From an optimization exercise on the open Yosys and OpenROAD flow, aimed at small area; shortcuts taken in it are not production practice. In this exercise RTL edits were held to simulation tests only and were not proved equivalent to the original.

==> flow/design.v (excerpt) <==
module cpu_top (
    input         clk,
    input         rst_n,
    input  [3:0]  prog_nibble_in,
    input prog_nibble_in_valid,
    output [3:0]  prog_nibble_out,
    output        prog_out_valid,
    output        prog_done,
    output [11:0] mem_addr,
    output [31:0] mem_wdata,
    input  [31:0] mem_rdata,
    output        mem_wen,
    output        mem_cen
);
    wire [11:0] frame_addr;
    wire [7:0]  frame_cmd;
    wire [31:0] frame_wdata;
    wire        frame_valid;
    wire        frame_ready;
    wire        cmd_start;
    wire        cmd_busy;
    wire [31:0] cmd_result;
    wire        cmd_result_valid;
    wire        cmd_error;
    wire [1:0]  cmd_error_type;
    wire        serializer_busy;
    serial_interface u_serial_if (
        .clk            (clk),
        .rst_n          (rst_n),
        .prog_nibble_in (prog_nibble_in),
        .prog_nibble_in_valid (prog_nibble_in_valid),
        .frame_addr     (frame_addr),
        .frame_cmd      (frame_cmd),
        .frame_wdata    (frame_wdata),
        .frame_valid    (frame_valid),
        .frame_ready    (frame_ready)
    );
    cmd_controller u_cmd_ctrl (
        .clk                (clk),
        .rst_n              (rst_n),
        .frame_valid        (frame_valid),
        .frame_addr         (frame_addr),
        .frame_cmd          (frame_cmd),
  ...
For scale: roughly 3900 cells after synthesis, about 200 flip-flops, ~91 I/O pins, ~34000 um2 of cells after synthesis.
Settings: LEC_CHECK=0, ABC_AREA=1, CAP_MARGIN=20, CORE_MARGIN=2, CORE_UTILIZATION=60, CTS_BUF_LIST=sky130_fd_sc_hd__clkbuf_8, CTS_CLUSTER_DIAMETER=60, CTS_CLUSTER_SIZE=16, SLEW_MARGIN=20; clock period 250.0 ns.
standard.sh (not shown) runs the stock make flow with config.mk's settings and CLKGATE_MAP_FILE= SYNTH_SCRIPT=/design/flow/synth_recipe.tcl, a recipe that flattens the netlist after the stock synthesis.
==> flow/flow/run.sh <==
#!/bin/bash
# The standard layout (standard.sh, unchanged), with the port buffers
# made from the smallest buffer cell and no dummy loads in the clock tree.
set -o pipefail
export BUFFER_PORTS_ARGS="-buffer_cell sky130_fd_sc_hd__buf_1"
export CTS_ARGS="-sink_clustering_enable -repair_clock_nets -sink_clustering_size 16 -sink_clustering_max_diameter 60 -buf_list sky130_fd_sc_hd__clkbuf_8 -dont_use_dummy_load"
bash standard.sh > standard.log 2>&1
Then changed:
--- a/flow/design.v
+++ b/flow/design.v
@@ -198,18 +198,18 @@
             end
         end
     endgenerate
     wire [15:0] r15 = g_div[15].r;
     wire [22:0] r22 = g_div[22].r;
     wire [31:0] r31 = {g_div[DK+8].g_ext.re, g_div[DK+8].r};
     wire [31:0] md_low  = is_mul ? {r15, mlo, P[39:32]} : {W[31:9], qf};
     wire        a_sub = (cmd == C_SUB);
-    wire [31:0] ax = (cmd == C_INC || cmd == C_INV || cmd == C_READ || cmd == C_RSEQ) ? 32'd0 : W;
-    wire [31:0] ay = {32{st_wait}} & (mem_rdata ^ {32{a_sub || cmd == C_INV}});
+    wire [31:0] ax = (cmd == C_INC) ? 32'd0 : W;
+    wire [31:0] ay = {32{st_wait}} & (mem_rdata ^ {32{a_sub}});
     wire        aci = a_sub || (cmd == C_INC) || (cmd == C_WINC);
     wire [31:0] asum;
     wire        aco;
     rca #(32) u_alu (.a(ax), .b(ay), .ci(aci), .s(asum), .co(aco));
     wire        l_and = (cmd == C_AND) || (cmd == C_OR);
     wire        l_xor = (cmd == C_XOR) || (cmd == C_OR);
     wire [31:0] lres = ((W & mem_rdata) & {32{l_and}}) | ((W ^ mem_rdata) & {32{l_xor}});
     reg [2:0] next_state;
@@ -320,17 +320,19 @@
                     W <= r31;
             end
             S_MEM: begin
                 if (is_arith && eq2) W <= mem_rdata;
                 if (is_mul) P[31:0] <= macc;
             end
             S_WAIT: begin
                 case (cmd)
-                    C_READ, C_RSEQ, C_INC, C_INV, C_ADD, C_SUB: W <= asum;
+                    C_READ, C_RSEQ: W <= mem_rdata;
+                    C_INC, C_ADD, C_SUB: W <= asum;
+                    C_INV: W <= ~mem_rdata;
                     C_AND, C_OR, C_XOR: W <= lres;
                     C_MUL: if (eq3) W <= macc;
                     default: ;
                 endcase
                 if (is_mul) begin
                     P[31:0] <= macc;
                     if (eq2) P[47:32] <= {mem_rdata[31:24], mlo};
                 end
Die area grows by 0.95%.
Hold slack got worse by 23 ps.
Routed wire length is higher by 2.7%.
Area after synthesis grows by 0.97%.
Fmax decreases by 0.46%.

[re-timing with driven ports]
The results above use ideal ports. As a check the final layouts listed here were re-extracted and re-timed, cells and wires unchanged.
Step 1 (the two cells are an assumption about what drives the block):
set clk [get_ports {clk}]
set_driving_cell -lib_cell sky130_fd_sc_hd__clkbuf_16 $clk
set_driving_cell -lib_cell sky130_fd_sc_hd__buf_2 [delete_from_list [all_inputs] $clk]
Step 2 times the ports against the registers' clock, not the clock port: input delays grow and output delays shrink by t, the midpoint of the rising clock arrivals with the driver on.
Slacks: no drivers / after step 1 / after step 2; pairs: no drivers / after step 1.
| run | shift t [ns] | slack for setup (ns) | worst hold slack (ns) | worst setup path at the end | pins driven straight from the clock port |
|---|---|---|---|---|---|
| the first run | 0.663 | 12.246 / 12.219 / 12.219 | 0.425 / 0.425 / 0.425 | input to output | 1 |
| the second run | 0.659 | 11.152 / 11.129 / 11.129 | 0.402 / 0.402 / 0.402 | input to output | 1 |
After both steps setup and hold are still met in every run listed. For the first run, which loses most, drivers alone change the setup slack by -0.027 ns; drivers and shift together by -0.027 ns.
